From an optimization exercise on the open Yosys and OpenROAD flow, aimed at small area and a short achievable clock period; shortcuts taken in it are not production practice.
Function was checked by simulation only, so behaviour that the tests miss may differ from the original.
Power figures rest on the tool's default switching activity, not on a simulated workload.

==> flow/design.v <==
module HazardMux #(
    parameter DATA_WIDTH = 32
) (
    input   logic [DATA_WIDTH-1:0]  rdE,
    input   logic [DATA_WIDTH-1:0]  ResultW,
    input   logic [DATA_WIDTH-1:0]  ALUResultM,
    input   logic [1:0]             Forward,
    output  logic [DATA_WIDTH-1:0]  Out
);
    always_comb begin
        Out = '0;
        case (Forward)
            2'b00: Out = rdE;
            2'b01: Out = ResultW;
            2'b10: Out = ALUResultM;
            default: Out = rdE;
        endcase
    end
endmodule
module HazardUnit #(
) ( 
    input logic [4:0]       Rs1E,             
    input logic [4:0]       Rs2E,             
    input logic [4:0]       Rs1D,             
    input logic [4:0]       Rs2D,             
    input logic [4:0]       RdE,              
    input logic [4:0]       destReg_m,        
    input logic [4:0]       destReg_w,        
    input logic             memoryRead_e,     
    input logic             RegWriteM,        
    input logic             RegWriteW,        
    input logic             zero_hazard,      
    input logic             jump_hazard,      
    output logic [1:0]      ForwardAE,        
    output logic [1:0]      ForwardBE,        
    output logic            stall,            
    output logic            FlushD,           
    output logic            FlushE            
);
    always_comb begin
        stall = 1'b0;
        FlushD = 1'b0;
        FlushE = 1'b0;
        ForwardAE = 2'b00;
        ForwardBE = 2'b00;
        if (RegWriteM && (destReg_m != 0) && (destReg_m == Rs1E)) begin
            ForwardAE = 2'b10;   
        end 
        else if (RegWriteW && (destReg_w != 0) && (destReg_w == Rs1E)) begin
            ForwardAE = 2'b01;   
        end 
        else begin
            ForwardAE = 2'b00;   
        end
        if (RegWriteM && (destReg_m != 0) && (destReg_m == Rs2E)) begin
            ForwardBE = 2'b10;   
        end 
        else if (RegWriteW && (destReg_w != 0) && (destReg_w == Rs2E)) begin
            ForwardBE = 2'b01;   
        end 
        else begin
            ForwardBE = 2'b00;   
        end
        if (memoryRead_e && ((RdE == Rs1D) || (RdE == Rs2D))) begin
            stall = 1'b1;
        end 
        else begin
            stall = 1'b0;
        end
        if (zero_hazard || jump_hazard) begin
            FlushD = 1'b1;
            FlushE = 1'b1;
        end
        else if (stall) begin
            FlushE = 1'b1;   
        end
        else begin
            FlushD = 1'b0;
            FlushE = 1'b0;
        end
    end
endmodule
module JalrMux #(
    parameter ADDR_WIDTH = 32
) (
    input   logic [ADDR_WIDTH-1:0]  Rd1E,
    input   logic [ADDR_WIDTH-1:0]  PcE,
    input   logic                   JalrE,
    output  logic [ADDR_WIDTH-1:0]  PCEn
);
    assign PCEn = JalrE ? Rd1E : PcE;
endmodule
module PCMuxSelect #(
) (
    input   logic JumpE,
    input   logic BranchE,
    input   logic zero,
    output  logic pcSrcE
);
assign pcSrcE = JumpE | (BranchE & zero);
endmodule
module PRegDecode #(
    parameter DATA_WIDTH = 32
) (
    input   logic [DATA_WIDTH-1:0]  rd1,
    input   logic [DATA_WIDTH-1:0]  rd2,
    input   logic [DATA_WIDTH-1:0]  PCd,
    input   logic [DATA_WIDTH-1:0]  ImmExtD,
    input   logic                   clk,
    input   logic                   rst,           
    input   logic                   Flush,        
    input   logic [4:0]             RdD,
    input   logic [DATA_WIDTH-1:0]  PCPlus4D,
    output  logic [DATA_WIDTH-1:0]  rd1E,
    output  logic [DATA_WIDTH-1:0]  rd2E,
    output  logic [DATA_WIDTH-1:0]  PCe,
    output  logic [4:0]             RdE,
    output  logic [DATA_WIDTH-1:0]  ImmExtE,
    output  logic [DATA_WIDTH-1:0]  PcPlus4E,
    input   logic                   RegWriteD,
    input   logic [1:0]             ResultSrcD,
    input   logic                   MemWriteD,
    input   logic                   JumpD,
    input   logic                   BranchD,
    input   logic [3:0]             ALUControl,
    input   logic                   ALUSrcD,
    output  logic                   RegWriteE,
    output  logic [1:0]             ResultSrcE,
    output  logic                   MemWriteE,
    output  logic                   JumpE,
    output  logic                   BranchE,
    output  logic [3:0]             ALUControlE,
    output  logic                   ALUSrcE,
    input   logic [2:0]             sizeSrcD,
    output  logic [2:0]             sizeSrcE,
    input   logic [4:0]             Rs1D,
    input   logic [4:0]             Rs2D,
    output  logic [4:0]             Rs1E,
    output  logic [4:0]             Rs2E,
    input   logic                   jalrSrc,
    output  logic                   JalrE
);
    always_ff @(posedge clk or posedge rst) begin
        if (rst) begin
            rd1E        <= {DATA_WIDTH{1'b0}};
            rd2E        <= {DATA_WIDTH{1'b0}};
            PCe         <= {DATA_WIDTH{1'b0}};
            RdE         <= 5'b0;
            ImmExtE     <= {DATA_WIDTH{1'b0}};
            PcPlus4E    <= {DATA_WIDTH{1'b0}};
            RegWriteE   <= 1'b0;
            ResultSrcE  <= 2'b0;
            MemWriteE   <= 1'b0;
            JumpE       <= 1'b0;
            BranchE     <= 1'b0;
            ALUControlE <= 4'b0;
            ALUSrcE     <= 1'b0;
            sizeSrcE    <= 3'b0;
            Rs1E        <= 5'b0;
            Rs2E        <= 5'b0;
            JalrE       <= 1'b0;
        end else if (Flush) begin
            rd1E        <= {DATA_WIDTH{1'b0}};
            rd2E        <= {DATA_WIDTH{1'b0}};
            PCe         <= {DATA_WIDTH{1'b0}};
            RdE         <= 5'b0;
            ImmExtE     <= {DATA_WIDTH{1'b0}};
            PcPlus4E    <= {DATA_WIDTH{1'b0}};
            RegWriteE   <= 1'b0;
            ResultSrcE  <= 2'b0;
            MemWriteE   <= 1'b0;
            JumpE       <= 1'b0;
            BranchE     <= 1'b0;
            ALUControlE <= 4'b0;
            ALUSrcE     <= 1'b0;
            Rs1E        <= 5'b0;
            Rs2E        <= 5'b0;
            JalrE       <= 1'b0;
        end else begin
            rd1E        <= rd1;
            rd2E        <= rd2;
            PCe         <= PCd;
            RdE         <= RdD;
            ImmExtE     <= ImmExtD;
            PcPlus4E    <= PCPlus4D;
            RegWriteE   <= RegWriteD;
            ResultSrcE  <= ResultSrcD;
            MemWriteE   <= MemWriteD;
            JumpE       <= JumpD;
            BranchE     <= BranchD;
            ALUControlE <= ALUControl;
            ALUSrcE     <= ALUSrcD;
            sizeSrcE    <= sizeSrcD;
            Rs1E        <= Rs1D;
            Rs2E        <= Rs2D;
            JalrE       <= jalrSrc;
        end
    end
endmodule
module PRegExecute #(
    parameter DATA_WIDTH = 32
) (
    input   logic [DATA_WIDTH-1:0]  ALUout,
    input   logic [DATA_WIDTH-1:0]  WriteData,
    input   logic [DATA_WIDTH-1:0]  PCPlus4E,
    input   logic                   clk,
    input   logic                   rst,           
    input   logic [4:0]             RdE,
    output  logic [DATA_WIDTH-1:0]  ALUResultM,
    output  logic [DATA_WIDTH-1:0]  WriteDataM,
    output  logic [4:0]             RdM,
    output  logic [DATA_WIDTH-1:0]  PCPlus4M,
    input   logic                   RegWriteE,
    input   logic [1:0]             ResultSrcE,
    input   logic                   MemWriteE,
    output  logic                   RegWriteM,
    output  logic [1:0]             ResultSrcM,
    output  logic                   MemWriteM,
    input   logic [2:0]             sizeSrcE,
    output  logic [2:0]             sizeSrcM
);
    always_ff @(posedge clk or posedge rst) begin
        if (rst) begin
            ALUResultM <= 0;
            WriteDataM <= 0;
            PCPlus4M   <= 0;
            RdM        <= 0;
            RegWriteM  <= 0;
            ResultSrcM <= 0;
            MemWriteM  <= 0;
            sizeSrcM   <= 0;
        end else begin
            ALUResultM <= ALUout;
            WriteDataM <= WriteData;
            PCPlus4M   <= PCPlus4E;
            RdM        <= RdE;
            RegWriteM  <= RegWriteE;
            ResultSrcM <= ResultSrcE;
            MemWriteM  <= MemWriteE;
            sizeSrcM   <= sizeSrcE;
        end
    end
endmodule
module PRegFetch #(
    parameter DATA_WIDTH = 32
) (
    input   logic [DATA_WIDTH-1:0]  instr,
    input   logic [DATA_WIDTH-1:0]  PCf,
    input   logic [DATA_WIDTH-1:0]  PCPlus4F,
    input   logic                   clk,
    input   logic                   Flush,
    input   logic                   rst,          
    input   logic                   stall,
    output  logic [DATA_WIDTH-1:0]  PCPlus4D,
    output  logic [DATA_WIDTH-1:0]  PCd,
    output  logic [DATA_WIDTH-1:0]  InstrD
);
    always_ff @(posedge clk or posedge rst) begin 
        if (rst) begin
            InstrD   <= 32'b0;
            PCd      <= 32'b0;
            PCPlus4D <= 32'b0;
        end else 
        if (Flush) begin 
            InstrD   <= 32'b0;
            PCd      <= 32'b0;
            PCPlus4D <= 32'b0;
        end else if (!stall) begin
            InstrD   <= instr;
            PCd      <= PCf;
            PCPlus4D <= PCPlus4F;
        end
    end
endmodule
module PRegMemory #(
    parameter DATA_WIDTH = 32
) (
    input   logic [DATA_WIDTH-1:0]  ALUResultM,
    input   logic [DATA_WIDTH-1:0]  DMRd,
    input   logic [4:0]             RdM,
    input   logic [DATA_WIDTH-1:0]  PCPlus4M,
    input   logic                   clk,
    input   logic                   rst,          
    output  logic [4:0]             RdW,
    output  logic [DATA_WIDTH-1:0]  ALUResultW,
    output  logic [DATA_WIDTH-1:0]  ReadDataW,
    output  logic [DATA_WIDTH-1:0]  PCPlus4W,
    input   logic                   RegWriteM,
    input   logic [1:0]             ResultSrcM,
    output  logic                   RegWriteW,
    output  logic [1:0]             ResultSrcW
);
    always_ff @(posedge clk or posedge rst) begin
        if (rst) begin
            ALUResultW <= 32'b0;
            ReadDataW  <= 32'b0;
            RdW        <= 5'b0;
            PCPlus4W   <= 32'b0;
            RegWriteW  <= 1'b0;
            ResultSrcW <= 2'b0;
        end else begin
            ALUResultW <= ALUResultM;
            ReadDataW  <= DMRd;
            RdW        <= RdM;
            PCPlus4W   <= PCPlus4M;
            RegWriteW  <= RegWriteM;
            ResultSrcW <= ResultSrcM;
        end
    end
endmodule
module alu #(
    parameter DATA_WIDTH = 32
) (
    input   logic [DATA_WIDTH-1:0]  srcA,   
    input   logic [DATA_WIDTH-1:0]  srcB,   
    input   logic [3:0]             aluControl,  
    output  logic [DATA_WIDTH-1:0]  aluResult    
);
always_comb begin
    case (aluControl)
        4'b0000: aluResult = srcA + srcB;
        4'b0001: aluResult = srcA - srcB;
        4'b0010: aluResult = srcA & srcB;
        4'b0011: aluResult = srcA | srcB;
        4'b0100: aluResult = srcB;  
        4'b0101: aluResult = ($signed(srcA) < $signed(srcB)) ? 32'b1 : 32'b0;
        4'b0110: aluResult = srcA << srcB[4:0];
        4'b0111: aluResult = srcA >> srcB[4:0];
        default: aluResult = '0;
    endcase
end
endmodule
module aluDecoder (
    input   logic       op,           
    input   logic [1:0] aluOp,        
    input   logic [2:0] funct3,       
    input   logic       funct7,       
    output  logic [3:0] aluControl    
);
    logic [1:0] opfunct7;  
    assign opfunct7 = {op, funct7};
    always_comb begin
        case (aluOp)
            2'b00: aluControl = 4'b0000;  
            2'b01: begin
                case (funct3)
                    3'b000: aluControl = 4'b1000;  
                    3'b001: aluControl = 4'b1001;  
                    3'b100: aluControl = 4'b1100;  
                    3'b101: aluControl = 4'b1101;  
                    3'b110: aluControl = 4'b1110;  
                    3'b111: aluControl = 4'b1111;  
                    default: aluControl = 4'b0000;  
                endcase
            end
            2'b10: begin
                case (funct3)
                    3'b000: begin
                        if (opfunct7 == 2'b11)
                            aluControl = 4'b0001;  
                        else
                            aluControl = 4'b0000;  
                    end
                    3'b001: aluControl = 4'b0110;  
                    3'b010: aluControl = 4'b0101;  
                    3'b011: aluControl = 4'b0100;  
                    3'b100: aluControl = 4'b0010;  
                    3'b101: aluControl = 4'b0111;  
                    3'b110: aluControl = 4'b0011;  
                    3'b111: aluControl = 4'b0010;  
                    default: aluControl = 4'b0000;  
                endcase
            end
            2'b11: aluControl = 4'b0100;  
            default: aluControl = 4'b0000;  
        endcase
    end
endmodule
module aluMux #(
    parameter DATA_WIDTH = 32
) (
    input   logic [DATA_WIDTH-1:0]  immOp,
    input   logic [DATA_WIDTH-1:0]  regOp2,
    input   logic                   aluSrc,
    output  logic [DATA_WIDTH-1:0]  srcB
);
    assign srcB = aluSrc ? immOp : regOp2;
endmodule
module branchUnit #(
    parameter DATA_WIDTH = 32
) (
    input   logic [DATA_WIDTH-1:0]  srcA,
    input   logic [DATA_WIDTH-1:0]  srcB,
    input   logic [3:0]             aluControl,
    output  logic                   zero
);
    always_comb begin
        case (aluControl)
            4'b1000: zero = ((srcA - srcB) === 32'b0);  
            4'b1001: zero = ((srcA - srcB) !== 32'b0);  
            4'b1100: zero = $signed(srcA) < $signed(srcB);
            4'b1101: zero = $signed(srcA) >= $signed(srcB);
            4'b1110: zero = $unsigned(srcA) < $unsigned(srcB);
            4'b1111: zero = $unsigned(srcA) >= $unsigned(srcB);
            default: zero = 0;
        endcase
    end
endmodule
module controlUnit(
    input   logic [6:0] op,
    input   logic [2:0] funct3,
    input   logic       funct7,
    output  logic       Branch,
    output  logic       jumpSrc,
    output  logic       jalrSrc,
    output  logic [1:0] resultSrc,
    output  logic       memWrite,
    output  logic [3:0] aluControl,
    output  logic       aluSrc,
    output  logic [1:0] immSrc,
    output  logic       regWrite,
    output  logic [2:0] sizeSrc
);
    logic [1:0] aluOp;
    mainDecoder mainDecoder (
        .funct3(funct3),
        .sizeSrc(sizeSrc),
        .op(op),
        .Branch(Branch),
        .jumpSrc(jumpSrc),
        .jalrSrc(jalrSrc),
        .resultSrc(resultSrc),
        .memWrite(memWrite),
        .aluSrc(aluSrc),
        .immSrc(immSrc),
        .regWrite(regWrite),
        .aluOp(aluOp)
    );
    aluDecoder aluDecoder (
        .op(op[5]),
        .aluOp(aluOp),
        .funct3(funct3),
        .funct7(funct7),
        .aluControl(aluControl)
    );
endmodule
module extend #(
    parameter INSTR_WIDTH = 32,
    parameter DATA_WIDTH = 32
) (
    input   logic [INSTR_WIDTH-1:0] instruction,  
    input   logic [1:0]             immSrc,       
    input   logic                   jumpSrc,  
    output  logic [DATA_WIDTH-1:0]  immExt       
);
    always_comb begin
        case (immSrc)
            2'b00: immExt = {{20{instruction[31]}}, instruction[31:20]};
            2'b01: immExt = {{20{instruction[31]}}, instruction[31:25], instruction[11:7]};
            2'b10: immExt = {{20{instruction[31]}}, instruction[7], instruction[30:25], instruction[11:8], 1'b0};
            2'b11: begin
                if (jumpSrc)
                    immExt = {{11{instruction[31]}}, instruction[31], instruction[19:12], instruction[20], instruction[30:21], 1'b0};   
                else
                    immExt = {instruction[31:12], 12'b0};
            end
        endcase
    end
endmodule
module extendPC #(
    parameter DATA_WIDTH = 32,
    parameter ADDR_WIDTH = 32
) (
    input   logic [ADDR_WIDTH-1:0]  PCEn,
    input   logic [DATA_WIDTH-1:0]  immOp,
    output  logic [ADDR_WIDTH-1:0]  PCTargetE
);
    always_comb
            PCTargetE = PCEn + immOp;
endmodule
module loadExtend #(
    parameter DATA_WIDTH = 32
) (
    input  logic [2:0]             SizeCtr,
    input  logic [DATA_WIDTH-1:0]  rawData,
    output logic [DATA_WIDTH-1:0]  ReadData
);
    always_comb begin
        case (SizeCtr)
            3'b010: ReadData = rawData;
            3'b001: ReadData = {{16{rawData[15]}}, rawData[15:0]};
            3'b000: ReadData = {{24{rawData[7]}}, rawData[7:0]};
            3'b100: ReadData = {24'b0, rawData[7:0]};
            3'b101: ReadData = {16'b0, rawData[15:0]};
            default: ReadData = 32'b0;
        endcase
    end
endmodule
module mainDecoder (
    input   logic [6:0] op,          
    input   logic [2:0] funct3,      
    output  logic       Branch,      
    output  logic       jumpSrc,     
    output  logic       jalrSrc,     
    output  logic [1:0] resultSrc,   
    output  logic       memWrite,    
    output  logic       aluSrc,      
    output  logic [1:0] immSrc,      
    output  logic       regWrite,    
    output  logic [1:0] aluOp,       
    output  logic [2:0] sizeSrc      
);
    always_comb begin
        regWrite  = 0;
        memWrite  = 0;
        aluSrc    = 0;
        immSrc    = 2'b00;
        resultSrc = 2'b00;
        Branch    = 0;
        jumpSrc   = 0;
        jalrSrc   = 0;
        aluOp     = 2'b00;
        sizeSrc   = 3'b000;   
        case (op)
            7'b1101111: begin
                regWrite  = 1;
                immSrc    = 2'b11;
                aluSrc    = 1;
                resultSrc = 2'b10;  
                aluOp     = 2'b00;
                jumpSrc   = 1;      
            end
            7'b1100111: begin
                regWrite  = 1;
                immSrc    = 2'b00;
                aluSrc    = 1;
                resultSrc = 2'b10;  
                aluOp     = 2'b00;
                jumpSrc   = 1;      
                jalrSrc   = 1;      
            end
            7'b1100011: begin
                Branch    = 1;      
                immSrc    = 2'b10;  
                aluOp     = 2'b01;  
                aluSrc    = 0;
            end
            7'b0000011: begin
                regWrite  = 1;
                immSrc    = 2'b00;  
                aluSrc    = 1;      
                resultSrc = 2'b01;  
                case (funct3)
                    3'b000: sizeSrc = 3'b000;  
                    3'b001: sizeSrc = 3'b001;  
                    3'b010: sizeSrc = 3'b010;  
                    3'b100: sizeSrc = 3'b100;  
                    3'b101: sizeSrc = 3'b101;  
                    default: sizeSrc = 3'b000;  
                endcase
            end
            7'b0100011: begin
                memWrite  = 1;      
                immSrc    = 2'b01;  
                aluSrc    = 1;      
                case (funct3)
                    3'b000: sizeSrc = 3'b000;  
                    3'b001: sizeSrc = 3'b001;  
                    3'b010: sizeSrc = 3'b010;  
                    default: sizeSrc = 3'b000;  
                endcase
            end
            7'b0010011: begin
                regWrite  = 1;
                immSrc    = 2'b00;  
                aluSrc    = 1;      
                aluOp     = 2'b10;  
            end
            7'b0110011: begin
                regWrite  = 1;
                aluOp     = 2'b10;  
            end
            7'b0110111: begin
                regWrite  = 1;
                immSrc    = 2'b11;
                aluSrc    = 1;
                resultSrc = 2'b00;  
                aluOp     = 2'b11;  
            end
            default: begin
                regWrite  = 0;
                memWrite  = 0;
                aluSrc    = 0;
                immSrc    = 2'b00;
                resultSrc = 2'b00;
                Branch    = 0;
                jumpSrc   = 0;
                jalrSrc   = 0;
                aluOp     = 2'b00;
                sizeSrc   = 3'b000;
            end
        endcase
    end
endmodule
module pcMux #(
    parameter ADDR_WIDTH = 32
) (
    input   logic [ADDR_WIDTH-1:0]  branchPC,
    input   logic [ADDR_WIDTH-1:0]  PCPlus4F,
    input   logic                   PCsrc,
    output  logic [ADDR_WIDTH-1:0]  nextPC
);
    assign nextPC = PCsrc ? branchPC : PCPlus4F;
endmodule
module pcReg #(
    parameter OFFSET = 4,
    parameter ADDR_WIDTH = 32
) (
    input   logic [ADDR_WIDTH-1:0]  nextPC,
    input   logic                   clk,
    input   logic                   rst,    
    input   logic                   stall,    
    output  logic [ADDR_WIDTH-1:0]  PCPlus4F,
    output  logic [ADDR_WIDTH-1:0]  pc
);
    always_comb begin
        PCPlus4F = pc + OFFSET;
    end
    always_ff @ (posedge clk or posedge rst)
        if (rst)
            pc <= 32'hBFC00000;  
        else if (!stall)
            pc <= nextPC;
endmodule
module regfile #(
    parameter DATA_WIDTH = 32,
    parameter REG_DATA_WIDTH = 5
) (
    input   logic                       clk,
    input   logic [REG_DATA_WIDTH-1:0]  rs1,  
    input   logic [REG_DATA_WIDTH-1:0]  rs2,  
    input   logic [REG_DATA_WIDTH-1:0]  rd,   
    input   logic                       RegWrite,  
    input   logic [DATA_WIDTH-1:0]      ResultW,   
    output  logic [DATA_WIDTH-1:0]      ALUop1,   
    output  logic [DATA_WIDTH-1:0]      regOp2,   
    output  logic [DATA_WIDTH-1:0]      a0
);
    logic [DATA_WIDTH-1:0] rom_array [2**REG_DATA_WIDTH-1:0];
    logic wr_en;
    assign wr_en = RegWrite && rd != 5'd0;
    assign a0 = (wr_en && rd == 5'd10) ? ResultW : rom_array[10];
    always_comb begin
        if (rs1 == 5'd0)
            ALUop1 = '0;
        else if (wr_en && rd == rs1)
            ALUop1 = ResultW;
        else
            ALUop1 = rom_array[rs1];  
        if (rs2 == 5'd0)
            regOp2 = '0;
        else if (wr_en && rd == rs2)
            regOp2 = ResultW;
        else
            regOp2 = rom_array[rs2];  
    end
    always_ff @(posedge clk) begin
        if (RegWrite && rd!=5'd0)
            rom_array[rd] <= ResultW;   
    end
endmodule
module resultMux #(
    parameter DATA_WIDTH = 32
) (
    input   logic [DATA_WIDTH-1:0]  ReadDataW,
    input   logic [DATA_WIDTH-1:0]  ALUResult,
    input   logic [DATA_WIDTH-1:0]  PCPlus4,
    input   logic [1:0]             ResultSrc,
    output  logic [DATA_WIDTH-1:0]  Result
);
    always_comb begin
        Result = '0;
        case (ResultSrc)
            2'b00: Result = ALUResult;
            2'b01: Result = ReadDataW;
            2'b10: Result = PCPlus4;
            default: Result = '0;  
        endcase
    end
endmodule
module top #(
    parameter DATA_WIDTH = 32,
    parameter INSTR_WIDTH = 32,
    parameter ADDR_WIDTH = 32,
    parameter MEM_ADDR_WIDTH = 17,
    parameter REG_DATA_WIDTH = 5,
    parameter OFFSET = 4
) (
    input   logic                       clk,
    input   logic                       rst,
    output  logic [ADDR_WIDTH-1:0]      imem_addr,
    input   logic [INSTR_WIDTH-1:0]     imem_rdata,
    output  logic [MEM_ADDR_WIDTH-1:0]  dmem_addr,
    output  logic [DATA_WIDTH-1:0]      dmem_wdata,
    output  logic [2:0]                 dmem_size,
    output  logic                       dmem_we,
    output  logic                       dmem_re,
    input   logic [DATA_WIDTH-1:0]      dmem_rdata,
    output  logic [DATA_WIDTH-1:0]      a0
);
    logic [DATA_WIDTH-1:0] PCPlus4F, instr, pc, PCTargetE, nextPC;
    logic [DATA_WIDTH-1:0] PCd, PCPlus4D, rd1, rd2, ImmExtD, instrD;
    logic RegWriteD, MemWriteD, JumpD, BranchD, ALUSrcD;
    logic [2:0] sizeSrcD;
    logic [1:0] ResultSrcD, immSrcD;
    logic [3:0] ALUControlD;
    logic [DATA_WIDTH-1:0] PCe, PCEn, PCPlus4E, ImmExtE, rd1E, rd2E, srcB, aluResult;
    logic [4:0] RdE;
    logic RegWriteE, MemWriteE, JumpE, BranchE, ALUSrcE;
    logic [2:0] sizeSrcE;
    logic [1:0] ResultSrcE;
    logic [3:0] ALUControlE;
    logic [DATA_WIDTH-1:0] ALUResultM, WriteDataM, ReadData, PCPlus4M;
    logic [4:0] RdM;
    logic RegWriteM, MemWriteM;
    logic [2:0] sizeSrcM;
    logic [1:0] ResultSrcM;
    logic [DATA_WIDTH-1:0] ALUResultW, ReadDataW, PCPlus4W, ResultW;
    logic [4:0] RdW;
    logic RegWriteW;
    logic [1:0] ResultSrcW;
    logic FlushD, FlushE, stall, memoryRead;
    logic [1:0] ForwardAE, ForwardBE;
    logic [DATA_WIDTH-1:0] SrcAE, WriteDataE;
    logic [4:0] Rs1E, Rs2E;
    logic jalrSrc, pcSrc, zero, JalrE;
    always_comb begin
    memoryRead = (ResultSrcE == 1);  
    end
    HazardUnit #(
    ) HazardUnit (
    .Rs1E(Rs1E), 
    .Rs2E(Rs2E),  
    .Rs1D(instrD[19:15]), 
    .Rs2D(instrD[24:20]),     
    .RdE(RdE),
    .destReg_m(RdM),  
    .destReg_w(RdW),
    .memoryRead_e(memoryRead), 
    .RegWriteM(RegWriteM),     
    .RegWriteW(RegWriteW),   
    .zero_hazard(zero),   
    .jump_hazard(JumpE),
    .ForwardAE(ForwardAE),
    .ForwardBE(ForwardBE),  
    .stall(stall),          
    .FlushD(FlushD),
    .FlushE(FlushE)
    );
    HazardMux #(
    .DATA_WIDTH(DATA_WIDTH)
    ) HazardMux1 (
    .rdE(rd1E),
    .ResultW(ResultW),
    .ALUResultM(ALUResultM),
    .Forward(ForwardAE),
    .Out(SrcAE)
    );
    HazardMux #(
    .DATA_WIDTH(DATA_WIDTH)
    ) HazardMux2 (
    .rdE(rd2E),
    .ResultW(ResultW),
    .ALUResultM(ALUResultM),
    .Forward(ForwardBE),
    .Out(WriteDataE)
    );
    pcMux #(
    .ADDR_WIDTH(ADDR_WIDTH)
    ) pcMux (
    .branchPC(PCTargetE),
    .PCPlus4F(PCPlus4F),
    .PCsrc(pcSrc),
    .nextPC(nextPC)
    );
    PCMuxSelect #(
    ) PCMuxSelect (
    .zero(zero),
    .JumpE(JumpE),
    .BranchE(BranchE),
    .pcSrcE(pcSrc)
    );
    pcReg #(
        .ADDR_WIDTH(ADDR_WIDTH),
        .OFFSET(OFFSET)
    ) pcReg (
        .stall(stall),
        .clk(clk),
        .rst(rst),
        .nextPC(nextPC),
        .pc(pc),
        .PCPlus4F(PCPlus4F)
    );
    assign imem_addr = pc;
    assign instr = imem_rdata;
    PRegFetch #(
        .DATA_WIDTH(DATA_WIDTH)
    ) PRegFetch (
        .stall(stall),
        .instr(instr),
        .Flush(FlushD),
        .rst(rst),
        .PCf(pc),
        .PCPlus4F(PCPlus4F),
        .clk(clk),
        .PCPlus4D(PCPlus4D),
        .PCd(PCd),
        .InstrD(instrD)
    );
    controlUnit controlUnit (
        .op(instrD[6:0]),
        .funct3(instrD[14:12]),
        .funct7(instrD[30]),
        .regWrite(RegWriteD),
        .resultSrc(ResultSrcD),
        .memWrite(MemWriteD),
        .jumpSrc(JumpD),
        .Branch(BranchD),
        .jalrSrc(jalrSrc),
        .aluControl(ALUControlD),
        .aluSrc(ALUSrcD),
        .immSrc(immSrcD),
        .sizeSrc(sizeSrcD)
    );
    extend #(
        .INSTR_WIDTH(INSTR_WIDTH),
        .DATA_WIDTH(DATA_WIDTH)
    ) extend (
        .instruction(instrD),
        .immSrc(immSrcD),
        .jumpSrc(JumpD),
        .immExt(ImmExtD)
    );
    regfile #(
        .DATA_WIDTH(DATA_WIDTH),
        .REG_DATA_WIDTH(REG_DATA_WIDTH)
    ) regfile (
        .clk(clk),
        .rs1(instrD[19:15]),
        .rs2(instrD[24:20]),
        .rd(RdW),
        .RegWrite(RegWriteW),
        .ResultW(ResultW),
        .ALUop1(rd1),
        .regOp2(rd2),
        .a0(a0)
    );
    PRegDecode #(
        .DATA_WIDTH(DATA_WIDTH)
    ) PRegDecode (
        .Rs1D(instrD[19:15]), 
        .Rs2D(instrD[24:20]),
        .Rs1E(Rs1E),
        .Rs2E(Rs2E),
        .Flush(FlushE),
        .sizeSrcD(sizeSrcD),
        .sizeSrcE(sizeSrcE),
        .rd1(rd1),
        .rd2(rd2),
        .PCd(PCd),
        .ImmExtD(ImmExtD),
        .clk(clk),
        .rst(rst),
        .RdD(instrD[11:7]),
        .PCPlus4D(PCPlus4D),
        .rd1E(rd1E),
        .rd2E(rd2E),
        .PCe(PCe),
        .RdE(RdE),
        .ImmExtE(ImmExtE),
        .PcPlus4E(PCPlus4E),
        .RegWriteD(RegWriteD),
        .ResultSrcD(ResultSrcD),
        .MemWriteD(MemWriteD),
        .JumpD(JumpD),
        .BranchD(BranchD),
        .ALUControl(ALUControlD),
        .ALUSrcD(ALUSrcD),
        .RegWriteE(RegWriteE),
        .ResultSrcE(ResultSrcE),
        .MemWriteE(MemWriteE),
        .JumpE(JumpE),
        .BranchE(BranchE),
        .ALUControlE(ALUControlE),
        .ALUSrcE(ALUSrcE),
        .jalrSrc(jalrSrc),
        .JalrE(JalrE)
    );
    aluMux #(
        .DATA_WIDTH(DATA_WIDTH)
    ) aluMux (
        .immOp(ImmExtE),
        .regOp2(WriteDataE),
        .aluSrc(ALUSrcE),
        .srcB(srcB)
    );
    alu #(
        .DATA_WIDTH(DATA_WIDTH)
    ) alu (
        .srcA(SrcAE),
        .srcB(srcB),
        .aluControl(ALUControlE),
        .aluResult(aluResult)
    );
    branchUnit #(
        .DATA_WIDTH(DATA_WIDTH)
    ) branchUnit_inst (
        .srcA(SrcAE),
        .srcB(srcB),
        .aluControl(ALUControlE),
        .zero(zero)
    );
    JalrMux #(
    .ADDR_WIDTH(ADDR_WIDTH)
    ) JalrMux1 (
    .Rd1E(rd1E),
    .PcE(PCe),
    .JalrE(JalrE),
    .PCEn(PCEn)
    );
    extendPC #(   
    .DATA_WIDTH(DATA_WIDTH),
    .ADDR_WIDTH(ADDR_WIDTH)
    ) extendPC (
    .PCEn(PCEn),
    .immOp(ImmExtE),
    .PCTargetE(PCTargetE)
    );
    PRegExecute #(
        .DATA_WIDTH(DATA_WIDTH)
    ) PRegExecute (
        .sizeSrcE(sizeSrcE),
        .sizeSrcM(sizeSrcM),
        .rst(rst),
        .ALUout(aluResult),
        .WriteData(WriteDataE),
        .PCPlus4E(PCPlus4E),
        .clk(clk),
        .RdE(RdE),
        .ALUResultM(ALUResultM),
        .WriteDataM(WriteDataM),
        .RdM(RdM),
        .PCPlus4M(PCPlus4M),
        .RegWriteE(RegWriteE),
        .ResultSrcE(ResultSrcE),
        .MemWriteE(MemWriteE),
        .RegWriteM(RegWriteM),
        .ResultSrcM(ResultSrcM),
        .MemWriteM(MemWriteM)
    );
    PRegMemory # (
        .DATA_WIDTH(DATA_WIDTH)
    ) PRegMemory (
    .ALUResultM(ALUResultM),
    .DMRd(ReadData),
    .RdM(RdM),
    .PCPlus4M(PCPlus4M),
    .clk(clk),
    .rst(rst),          
    .RdW(RdW),
    .ALUResultW(ALUResultW),
    .ReadDataW(ReadDataW),
    .PCPlus4W(PCPlus4W),
    .RegWriteM(RegWriteM),
    .ResultSrcM(ResultSrcM),
    .RegWriteW(RegWriteW),
    .ResultSrcW(ResultSrcW)
    );
    assign dmem_addr  = ALUResultM[MEM_ADDR_WIDTH-1:0];
    assign dmem_wdata = WriteDataM;
    assign dmem_size  = sizeSrcM;
    assign dmem_we    = MemWriteM;
    assign dmem_re    = (ResultSrcM == 2'b01);
    loadExtend #(
        .DATA_WIDTH(DATA_WIDTH)
    ) loadExtend (
        .SizeCtr(sizeSrcM),
        .rawData(dmem_rdata),
        .ReadData(ReadData)
    );
    resultMux #(
        .DATA_WIDTH(DATA_WIDTH)
    ) resultMux (
        .ReadDataW(ReadDataW),
        .ALUResult(ALUResultW),
        .PCPlus4(PCPlus4W),
        .ResultSrc(ResultSrcW),
        .Result(ResultW)
    );
endmodule
==> flow/run.sh <==
#!/bin/bash
# synth_recipe.tcl (not shown) runs the flow's synth.tcl, then flattens the netlist and writes it again
# the make line also repeats each setting of config.mk as NAME=value (left out here)
make -C /OpenROAD-flow-scripts/flow DESIGN_CONFIG=/design/flow/config.mk WORK_HOME=/design/flow/orfs CLKGATE_MAP_FILE= SYNTH_SCRIPT=/design/flow/synth_recipe.tcl finish
==> flow/config.mk <==
export PLATFORM = sky130hd
export DESIGN_NAME = top
export DESIGN_NICKNAME = top
export VERILOG_FILES = /design/flow/design.v
export SDC_FILE = /design/flow/constraint.sdc
export NUM_CORES = 4
export LEC_CHECK = 0
export CAP_MARGIN = 20
export CORE_MARGIN = 2
export CORE_UTILIZATION = 40
export SLEW_MARGIN = 20
==> flow/constraint.sdc <==
create_clock -name core_clock -period 10.0 [get_ports {clk}]
set_input_delay 2.0000 -clock core_clock [delete_from_list [all_inputs] [get_ports {clk}]]
set_output_delay 2.0000 -clock core_clock [all_outputs]
set_load 0.01 [all_outputs]
==> results.txt <==
* Vias in the first global route at approximately 52000
* Iteration count of the initial detailed-routing pass at 5
* Levels on crit path at 22
* Final setup violation count at 0
* DIE WIDTH at between 400 and 500 um
* Worst Tran Pin Value at around 1.2 ns
* Number of max-cap violations at 0
* Sinks on Clock Net at approximately 1600
* Accumulated negative setup slack at 0 ns
* Clock tree buffer depth at 3
* Worst setup EP type: register
* Per-instance average area after synthesis at ~14 um^2
* Global-route wire length before repair at 394 mm
* Sort of element at the start of the critical path: register
* Setup slack on the worst flop-to-flop path at between 1 and 1.5 ns
* Critical-path maximum fanout at 66
* Req. time, crit path at approximately 11 ns
* Fraction of synthesized cell area taken by the top area cell type at ~39%
* Antenna violations before repair at 19
* Total Wirelength at between 200 and 300 mm
* Number of hold-repair buffers added at the cts stage at 0
* Buffer count from post-CTS setup fixing at 0
* Upper clock frequency limit at ~110 MHz
* Cell with the biggest individual delay on the critical path: o21ai_0
* Die outline area at about 0.20 mm^2
* Static leakage at approximately 0.032 uW
* Worst Path Class, Setup: register to register
* Commonest non-fill, non-tap cells in the layout: 1024 x edfxtp_1, 597 x mux4_2, 504 x dfrtp_1
* Post-synth design cell area at between 0.07 and 0.08 mm^2
* Count of input and output buffers at around 180
* Tightest Hold Check Type: register to register
* Post-detail-place hpwl at 181 mm
* Dominant cell type by area after synthesis: edfxtp_1
* Routed wire length per instance at about 33 um
* Top-Level Pins at approximately 180
* Power per unit of standard cell area at approximately 220 mW/mm^2
* Outcome: finished clean
* Worst Path Buf+Inv at 2
* H-tree depth reported by CTS at 4
* Most area-consuming cells after synthesis: edfxtp_1 39%, mux4_2 17%, dfrtp_1 16%
* Commonest non-fill, non-tap cell in the layout: edfxtp_1
* Largest net degree at the start of global routing at ~170
* Unrepaired setup endpoints after global routing: false
* Final weighted congestion in routability-driven placement at 1.02
* Remaining global-route overflow at 0
* Area added between synthesis and finish at 13.7%
* Number of buffers inserted during clock tree synthesis at approximately 170
* IR Drop Worst-Case VDD at between 100 and 150 uV
* First DRT Iteration DRCs at 5967
* Post-CTS Resized at 0
* Post-route clock period utilization at between 80% and 90%
* DRC violations left at 0
* Fin area at between 0.08 and 0.09 mm^2
* Net count of the finished layout at roughly 6000
* Global-route usage over all layers at between 20% and 30%
* Library cells used by synthesis at 89
* Synth Flop Type: edfxtp_1
* Number of synthesized flops with an enable pin at between 1000 and 1500
* Final count of pins violating max slew at 0
* Hold violation total from the final report at 0
* Crit path DAT at 9.49 ns
* Residual antenna-violating net count after detailed routing at 0
* Yosys warning total at 17
* Register bit count reported by yosys at approximately 1600
* Height of the die at about 450 um
* Share of cells above drive strength 1 at 19.6%
* CTS tree: yes
* Clock slew at the register clock pins of the worst setup and hold paths at approximately 0.06 ns
* Number of flip-flops under the largest register name at 1024
* Vias per inst at about 6.2
* Root buffer selected by CTS: clkbuf_16
* Cell Area, Placed at about 0.084 mm^2
* Series of cell instances along the critical path: or3_1 -> o21ai_1 -> nor4_4 -> mux2i_1 -> o21ai_0 -> inv_1 -> ha_1 -> fa_1 -> nand2b_1 -> a21o_1 -> a311oi_2 -> o21ai_0 -> a21oi_1 -> o32ai_2 -> and2_1 -> o311a_1 -> a311o_1 -> nor4_4 -> xnor2_1 -> o211a_4 -> buf_4 -> and2_1
* Worst Hold Path Cells at 0
* Via Count at between 50000 and 60000
* Clock insertion delay at the later pin of the skew report at roughly 0.85 ns
* Largest delay share family, worst path: compound AO/OA/AOI/OAI gates
* Critical Path Max Stage Delay at 0.90 ns
* Starting density of the core at 40.4%
* Time the worst path needs with I/O delays and setup at just under 9 ns
* Proportion of synthesized flip-flops having asynchronous set or reset at between 30% and 40%
* Area of the placeable core at about 0.20 mm^2
* Final Skew at ~0.053 ns
* Instance count of the mapped netlist at about 5700
* Relative slew slack at a little over a fifth
* Total number of placement rows at ~160
* Share of synthesized area occupied by flip-flops and latches at between 50% and 60%
* Worst reg2reg path depth at 22
* Register with the most flip-flops: regfile.rom_array
worst register-to-register path: cells and delay by family, from the launching register on:
family	cells	cell delay, ns
compound gates	10	4.08
simple gates	6	1.78
fa+ha+maj	2	0.80
buf+inv	2	0.71
flops	1	0.57
mux	1	0.35
xor+xnor	1	0.35
path summary, 6_finish.rpt:
check,start,to
worst max-delay path,PRegMemory.RdW[3]$_DFF_PP0_,PRegDecode.PcPlus4E[4]$_DFF_PP0_
worst min-delay path,PRegDecode.PcPlus4E[27]$_DFF_PP0_,PRegExecute.PCPlus4M[27]$_DFF_PP0_
worst max register to register,PRegMemory.RdW[3]$_DFF_PP0_,PRegDecode.PcPlus4E[4]$_DFF_PP0_
worst min register to register,PRegDecode.PcPlus4E[27]$_DFF_PP0_,PRegExecute.PCPlus4M[27]$_DFF_PP0_
max in group asynchronous,rst,PRegExecute.WriteDataM[9]$_DFF_PP0_
min in group asynchronous,rst,PRegMemory.PCPlus4W[21]$_DFF_PP0_
per-layer routing:
| metal | track usage (%) | up-vias | wire (um) |
|---|---|---|---|
| met5 | 0 | - | 125 |
| met4 | 15.2 | 16 | 17700 |
| met3 | 4.97 | 585 | 21800 |
| met2 | 44.2 | 2531 | 132000 |
| met1 | 36.1 | 27789 | 107000 |
| li1 | - | 22201 | - |
stage by stage:
step                      cells  power (uW)  hold WS [ns]  worst slack, ns  utilization (%)
after CTS                  8580       19700         0.349             1.34             45.8
after global routing       8581       20400         0.351            0.662             45.9
after floorplan            5756       11400         0.331            0.859                -
after global placement     8282       13500         0.333             1.50             43.1
after detailed placement   8282       13500         0.336             1.43             43.1
final                      8582       19700         0.343             1.26             45.9
cells in the mapped netlist, drive strengths merged, types with 23 or more instances:
library cell  number
nand2            496
o22ai             25
inv              143
dfrtp            517
nor2             290
o211ai            43
mux4             597
o21ai            274
nor3             125
o21bai            23
xnor2            110
nor2b             61
mux2              61
and2             100
nand2b            32
a211oi           131
a21oi            344
edfxtp          1024
buf              136
ha               127
mux2i            283
xor2              31
a21o              39
clkbuf           311
nand3             79
logic make-up (layout without fill, tap and decap cells):
family          Yosys count  in the layout  synth area share (%)
mux                     941            941                  21.5
flops                  1550           1550                  55.7
compound gates         1073           1073                  8.53
simple gates           1296           1296                  7.58
xor+xnor                141            141                  1.57
buf+inv                 593            794                  3.00
other cells               1             33               0.00476
fa+ha+maj               130            130                  2.09
report_power, final:
| group | switching [uW] | total [uW] | internal, uW |
|---|---|---|---|
| Clock | 2650 | 6190 | 3540 |
| Combinational | 3050 | 4740 | 1700 |
| Sequential | 734 | 8810 | 8080 |
area by class of cell:
class / instances / area [um^2]
Fill cell: 17275 / 106000
Sequential cell: 1550 / 44000
Multi-Input combinational cell: 3613 / 33100
Clock buffer: 210 / 4430
Tap cell: 2624 / 3280
Timing Repair Buffer: 350 / 3260
Clock inverter: 88 / 990
Inverter: 146 / 552
Antenna cell: 1 / 2.50

==> afterwards: timing with drivers on the ports <==
How much do the figures lean on ideal ports? The routed layout below was timed once more, with nothing changed but the port constraints. Step 1 assumes that a clkbuf_16 drives the clock port and a buf_2 every other input. Step 2 moves the port delays by t, midway between the first and last clock arrival at a register: inputs arrive t later, outputs are due t later. That takes back most of the time a late clock gives input paths. Slacks: ideal / step 1 / step 2; pairs: ideal / step 1.
t, ns: 0.903
setup WS [ns]: 1.264 / 1.264 / 1.264
worst slew at a driven data input, ns: 0.04
After both steps this run still meets setup and hold. The setup slack of this run moves by 0.000 ns with the drivers and by 0.000 ns with both steps.
